What follows belongs to an exercise in optimizing a design on an open flow for small area; a production flow would make more cautious choices. At most, simulation tests tie the RTL to the original design; equivalence was not proved. Power is estimated from default activity; no workload was simulated.

Setup of rev 12:
Design defog_top, start of the top module:
module defog_top(
	input	clk,
	input	nrst,
	input	[7:0]	r,
	input	[7:0]	g,
	input	[7:0]	b,
	input	hsync,
	input	vsync,
	input	en,
	input	frame_done_flag,
	input	[7:0]	atmos,
	output	[7:0]	defogged_r,
	output	[7:0]	defogged_g,
	output	[7:0]	defogged_b,
	output	o_hsync,
	output	o_vsync,
	output	o_en,
	output	reg [7:0]	max_of_dark
);
Size: about 1,100 cells after synthesis, about 340 flip-flops, roughly 73 I/O pins.
==> flow/config.mk <==
export PLATFORM = sky130hd
export DESIGN_NAME = defog_top
export DESIGN_NICKNAME = defog_top
export VERILOG_FILES = /design/flow/design.v
export SDC_FILE = /design/flow/constraint.sdc
export NUM_CORES = 4
export LEC_CHECK = 0
export ABC_AREA = 1
export CAP_MARGIN = 20
export CORE_MARGIN = 2
export CORE_UTILIZATION = 70
export PLACE_DENSITY = 0.8
export SLEW_MARGIN = 20
==> flow/constraint.sdc <==
create_clock -name core_clock -period 6.734 [get_ports {clk}]
set_input_delay 1.3468 -clock core_clock [delete_from_list [all_inputs] [get_ports {clk}]]
set_output_delay 1.3468 -clock core_clock [all_outputs]
set_load 0.01 [all_outputs]
run.sh (not shown) runs the stock make flow with config.mk's settings and CLKGATE_MAP_FILE= SYNTH_SCRIPT=/design/flow/synth_recipe.tcl, a recipe that flattens the netlist after the stock synthesis.
What rev 13 does differently from rev 12 at the input level:
- CTS_CLUSTER_SIZE now 30, previously not set
- CTS_BUF_LIST now sky130_fd_sc_hd__clkbuf_16, previously not set
- CTS_CLUSTER_DIAMETER now 80, previously not set
Findings:
Per the comparison of rev 13 with rev 12, post-route non-filler standard cell count down about 2.7%, first-pass GRT wire length down 10%, wire length on met3 down about 26%, total wirelength of the detailed-routed design down 3.3 mm.
No run of this note included a check of the RTL's function; only the layout flow was run.

Another version of the RTL of defog_top (not shown whole).
Size: about 920 cells after synthesis, about 73 I/O pins, roughly 12,000 µm² of cells after synthesis.
clock: 6.734 ns
lec_check: 0
abc_area: 1
cap_margin: 20
core_margin: 2
core_utilization: 70
place_density: 0.8
slew_margin: 20
standard.sh (not shown) runs the stock make flow with config.mk's settings and CLKGATE_MAP_FILE= SYNTH_SCRIPT=/design/flow/synth_recipe.tcl, a recipe that flattens the netlist after the stock synthesis.
==> flow/flow/run.sh <==
#!/bin/bash
# The standard layout (standard.sh, with its synthesis unchanged), with:
# - after synthesis, the netlist between the registers is improved for area;
#   registers keep their instances, names and cell types:
#   1. flow/fapol.py flips full-adder cells (FA is self-dual) to need fewer
#      inverters,
#   2. flow/resyn.sh re-maps the gates between registers and adders with ABC
#      for area;
# - port buffers: every input and output port still gets its own buffer,
#   the small sky130_fd_sc_hd__buf_1 instead of the default choice;
# - clock tree: sinks clustered into fewer, larger clusters, no dummy loads.
# Each tool's output goes to a log of its own in this folder.
set -euo pipefail
export BUFFER_PORTS_ARGS="-buffer_cell sky130_fd_sc_hd__buf_1"
export CTS_ARGS="-sink_clustering_enable -repair_clock_nets -sink_clustering_size 30 -sink_clustering_max_diameter 80 -buf_list sky130_fd_sc_hd__clkbuf_16 -dont_use_dummy_load"
bash standard.sh synth > synth.log 2>&1
R=orfs/results/${FLOW_PLATFORM}/defog_top/base
cp $R/1_2_yosys.v yosys_netlist.v
cp yosys_netlist.v net_in.v
if python3 flow/fapol.py net_in.v fapol_netlist.v > fapol.log 2>&1; then
  cp fapol_netlist.v net_in.v
fi
if bash flow/resyn.sh net_in.v resyn_netlist.v > resyn.log 2>&1; then
  cp resyn_netlist.v net_in.v
fi
cp net_in.v $R/1_2_yosys.v
touch $R/1_2_yosys.v
bash standard.sh > layout.log 2>&1
Other scripts of this flow, unchanged in this note and not shown: flow/flow/fapol.py, flow/flow/resyn.abc, flow/flow/resyn.sh
The baseline completed without violations.
Edit:
--- a/flow/flow/run.sh
+++ b/flow/flow/run.sh
@@ -15 +15 @@
-export CTS_ARGS="-sink_clustering_enable -repair_clock_nets -sink_clustering_size 30 -sink_clustering_max_diameter 80 -buf_list sky130_fd_sc_hd__clkbuf_16 -dont_use_dummy_load"
+export CTS_ARGS="-sink_clustering_enable -repair_clock_nets -sink_clustering_size 20 -sink_clustering_max_diameter 60 -buf_list sky130_fd_sc_hd__clkbuf_8 -dont_use_dummy_load"
Outcome:
- The changed run passed the timing, DRC and antenna checks
- final cell count goes up by about 0.56%
- power drops by about 2.8%
- worst setup slack gains 0.053 ns
- hold slack barely changes
- routed wire length falls by 4.2%
- design area came out lower by 0.56%

## the previous run
defog_top with an RTL version that a note above also has.
Size: ~1,100 cells after synthesis, roughly 340 flip-flops, roughly 73 I/O pins.
clock: 6.734 ns
lec_check: 0
abc_area: 1
cap_margin: 20
core_margin: 2
core_utilization: 70
cts_buf_list: sky130_fd_sc_hd__clkbuf_8
cts_cluster_diameter: 60
cts_cluster_size: 20
place_density: 0.8
slew_margin: 20
run.sh (not shown) runs the stock make flow with config.mk's settings and CLKGATE_MAP_FILE= SYNTH_SCRIPT=/design/flow/synth_recipe.tcl, a recipe that flattens the netlist after the stock synthesis.
Stock flow here: none of the scripts above is used.
diff inputs: the previous run => the current run
-- flow/config.mk --
<<< the previous run, line 8
export ABC_AREA = 1
>>> the current run, line 8
<<< the previous run, line 11
export CORE_UTILIZATION = 70
export CTS_BUF_LIST = sky130_fd_sc_hd__clkbuf_8
export CTS_CLUSTER_DIAMETER = 60
export CTS_CLUSTER_SIZE = 20
export PLACE_DENSITY = 0.8
>>> the current run, line 10
export CORE_UTILIZATION = 40
export PLACE_DENSITY = 0.6
==> comparison <==
The post-synthesis cell count number comes out higher for the previous run vs the current run.
The current run against the previous run: core area saw an increase, final critical-path required period saw a decrease, sum of internal, switching and leakage power saw an increase, combinational power saw a decrease, xor/xnor cell area share of the yosys netlist saw little to no change.
In the current run the internal power of the cells turned out 0.00080 W higher than in the previous run.
The current run vs the previous run — wire length dropped about 1%.
| register area | the previous run vs the current run | ≈ equal |
No functional check of the RTL was part of any run of this note.

RTL: one of the versions met above, not the one the previous note started from.
Size: ~1100 cells after synthesis, roughly 340 flip-flops, about 73 I/O pins, ~13000 µm² of cells after synthesis.
clock: 6.734 ns
lec_check: 0
abc_area: 1
cap_margin: 20
core_margin: 2
core_utilization: 70
place_density: 0.8
slew_margin: 20
standard.sh (not shown) runs the stock make flow with config.mk's settings and CLKGATE_MAP_FILE= SYNTH_SCRIPT=/design/flow/synth_recipe.tcl, a recipe that flattens the netlist after the stock synthesis.
==> flow/flow/run.sh <==
#!/bin/bash
# The standard layout (standard.sh, unchanged synthesis), with two settings:
# - port buffers: every input and output port still gets its own buffer,
#   but the small sky130_fd_sc_hd__buf_1 instead of the default choice;
# - clock tree: sink clustering into fewer, larger clusters, no dummy loads.
set -euo pipefail
export BUFFER_PORTS_ARGS="-buffer_cell sky130_fd_sc_hd__buf_1"
export CTS_ARGS="-sink_clustering_enable -repair_clock_nets -sink_clustering_size 30 -sink_clustering_max_diameter 80 -buf_list sky130_fd_sc_hd__clkbuf_16 -dont_use_dummy_load"
bash standard.sh > standard.log 2>&1
Rerun with:
==> flow/run.sh (new file) <==
#!/bin/bash
# synth_recipe.tcl (not shown) runs the flow's synth.tcl, then flattens the netlist and writes it again
# the make line also repeats each setting of config.mk as NAME=value (left out here)
make -C /OpenROAD-flow-scripts/flow DESIGN_CONFIG=/design/flow/config.mk WORK_HOME=/design/flow/orfs CLKGATE_MAP_FILE= SYNTH_SCRIPT=/design/flow/synth_recipe.tcl finish
Settings changed: CTS_BUF_LIST from default to sky130_fd_sc_hd__clkbuf_16, CTS_CLUSTER_DIAMETER from default to 80, CTS_CLUSTER_SIZE from default to 30.
removed: flow/flow/run.sh
removed: flow/standard.sh
Result: The new run produced a clean layout. Die area does not change. Cell count rose slightly. Worst setup slack gets better by 0.035 ns.

Another version of the RTL of defog_top (not shown whole).
Size: about 920 cells after synthesis, roughly 73 I/O pins, roughly 12000 sq um of cells after synthesis.
==> flow/config.mk <==
export PLATFORM = sky130hd
export DESIGN_NAME = defog_top
export DESIGN_NICKNAME = defog_top
export VERILOG_FILES = /design/flow/design.v
export SDC_FILE = /design/flow/constraint.sdc
export NUM_CORES = 4
export LEC_CHECK = 0
export ABC_AREA = 1
export CAP_MARGIN = 20
export CORE_MARGIN = 2
export CORE_UTILIZATION = 70
export GPL_TIMING_DRIVEN = 0
export PLACE_DENSITY = 0.8
export SLEW_MARGIN = 20
==> flow/constraint.sdc <==
create_clock -name core_clock -period 6.734 [get_ports {clk}]
set_input_delay 1.3468 -clock core_clock [delete_from_list [all_inputs] [get_ports {clk}]]
set_output_delay 1.3468 -clock core_clock [all_outputs]
set_load 0.01 [all_outputs]
==> flow/flow/run.sh <==
#!/bin/bash
# The standard layout (standard.sh, with its synthesis unchanged), with:
# - after synthesis, the netlist between the registers is improved for area;
#   registers keep their instances, names and cell types:
#   1. flow/fapol.py flips full-adder cells (FA is self-dual) to need fewer
#      inverters,
#   2. flow/resyn.sh re-maps the gates between registers and adders with ABC
#      for area;
# - port buffers: every input and output port still gets its own buffer,
#   the small sky130_fd_sc_hd__buf_1 instead of the default choice;
# - clock tree: sinks clustered into fewer, larger clusters, no dummy loads.
# Each tool's output goes to a log of its own in this folder.
set -euo pipefail
export BUFFER_PORTS_ARGS="-buffer_cell sky130_fd_sc_hd__buf_1"
export CTS_ARGS="-sink_clustering_enable -repair_clock_nets -sink_clustering_size 13 -sink_clustering_max_diameter 35 -buf_list sky130_fd_sc_hd__clkbuf_4 -dont_use_dummy_load"
bash standard.sh synth > synth.log 2>&1
R=orfs/results/${FLOW_PLATFORM}/defog_top/base
cp $R/1_2_yosys.v yosys_netlist.v
cp yosys_netlist.v net_in.v
if python3 flow/fapol.py net_in.v fapol_netlist.v > fapol.log 2>&1; then
  cp fapol_netlist.v net_in.v
fi
if bash flow/resyn.sh net_in.v resyn_netlist.v > resyn.log 2>&1; then
  cp resyn_netlist.v net_in.v
fi
cp net_in.v $R/1_2_yosys.v
touch $R/1_2_yosys.v
bash standard.sh > layout.log 2>&1
Other scripts of this flow, unchanged in this note and not shown: flow/flow/fapol.py, flow/flow/resyn.abc, flow/flow/resyn.sh
Edit:
--- a/flow/flow/run.sh
+++ b/flow/flow/run.sh
@@ -14,3 +14,3 @@
 export BUFFER_PORTS_ARGS="-buffer_cell sky130_fd_sc_hd__buf_1"
-export CTS_ARGS="-sink_clustering_enable -repair_clock_nets -sink_clustering_size 13 -sink_clustering_max_diameter 35 -buf_list sky130_fd_sc_hd__clkbuf_4 -dont_use_dummy_load"
+export CTS_ARGS="-sink_clustering_enable -repair_clock_nets -sink_clustering_size 12 -sink_clustering_max_diameter 40 -buf_list sky130_fd_sc_hd__clkbuf_4 -dont_use_dummy_load"
 bash standard.sh synth > synth.log 2>&1
Combinational power is about the same.
Power is about the same.
Fmax rose by 0.58%.
Cell count barely changes.
Utilization stays flat.
Worst hold slack is worse by 19 ps.
Non-clock buffer count does not change.

separate check: timing with driven ports:
In the flow no input, the clock included, has a driving cell. The finished layouts below were timed again as built, in two steps.
Step 1 assumes that a clkbuf_16 drives the clock port and a buf_2 every other input.
Step 2, shift: input delay + t, output delay - t, t = (earliest + latest rising clock arrival at the registers) / 2. This alone moves slack from input paths to output paths.
Three values: ideal, step 1, step 2; two values: the first two.
run	t (ns)	setup WS [ns]	worst setup path at the end	cell pins on the clock port's net
rev 12	0.547	0.295 / 0.295 / -0.160	input to register	1
rev 13	0.543	0.216 / 0.229 / -0.314	input to register	1
the first run of note 2	0.524	0.288 / 0.288 / -0.110	input to register	1
the second run of note 2	0.572	0.342 / 0.342 / -0.096	input to register	1
the previous run	0.594	0.275 / 0.290 / -0.304	input to register	1
the current run	0.556	0.360 / 0.362 / -0.195	input to register	1
the first run of note 4	0.530	0.517 / 0.517 / 0.285	input to register	1
the second run of note 4	0.538	0.552 / 0.552 / 0.049	input to register	1
the first run of note 5	0.658	0.588 / 0.588 / 0.588	register to register	1
the second run of note 5	0.651	0.623 / 0.623 / 0.623	register to register	1
With both steps, setup timing fails in 6 of these runs, where it was met with ideal ports. For the previous run, which loses most, drivers alone change the setup slack by +0.015 ns; drivers and shift together by -0.579 ns.
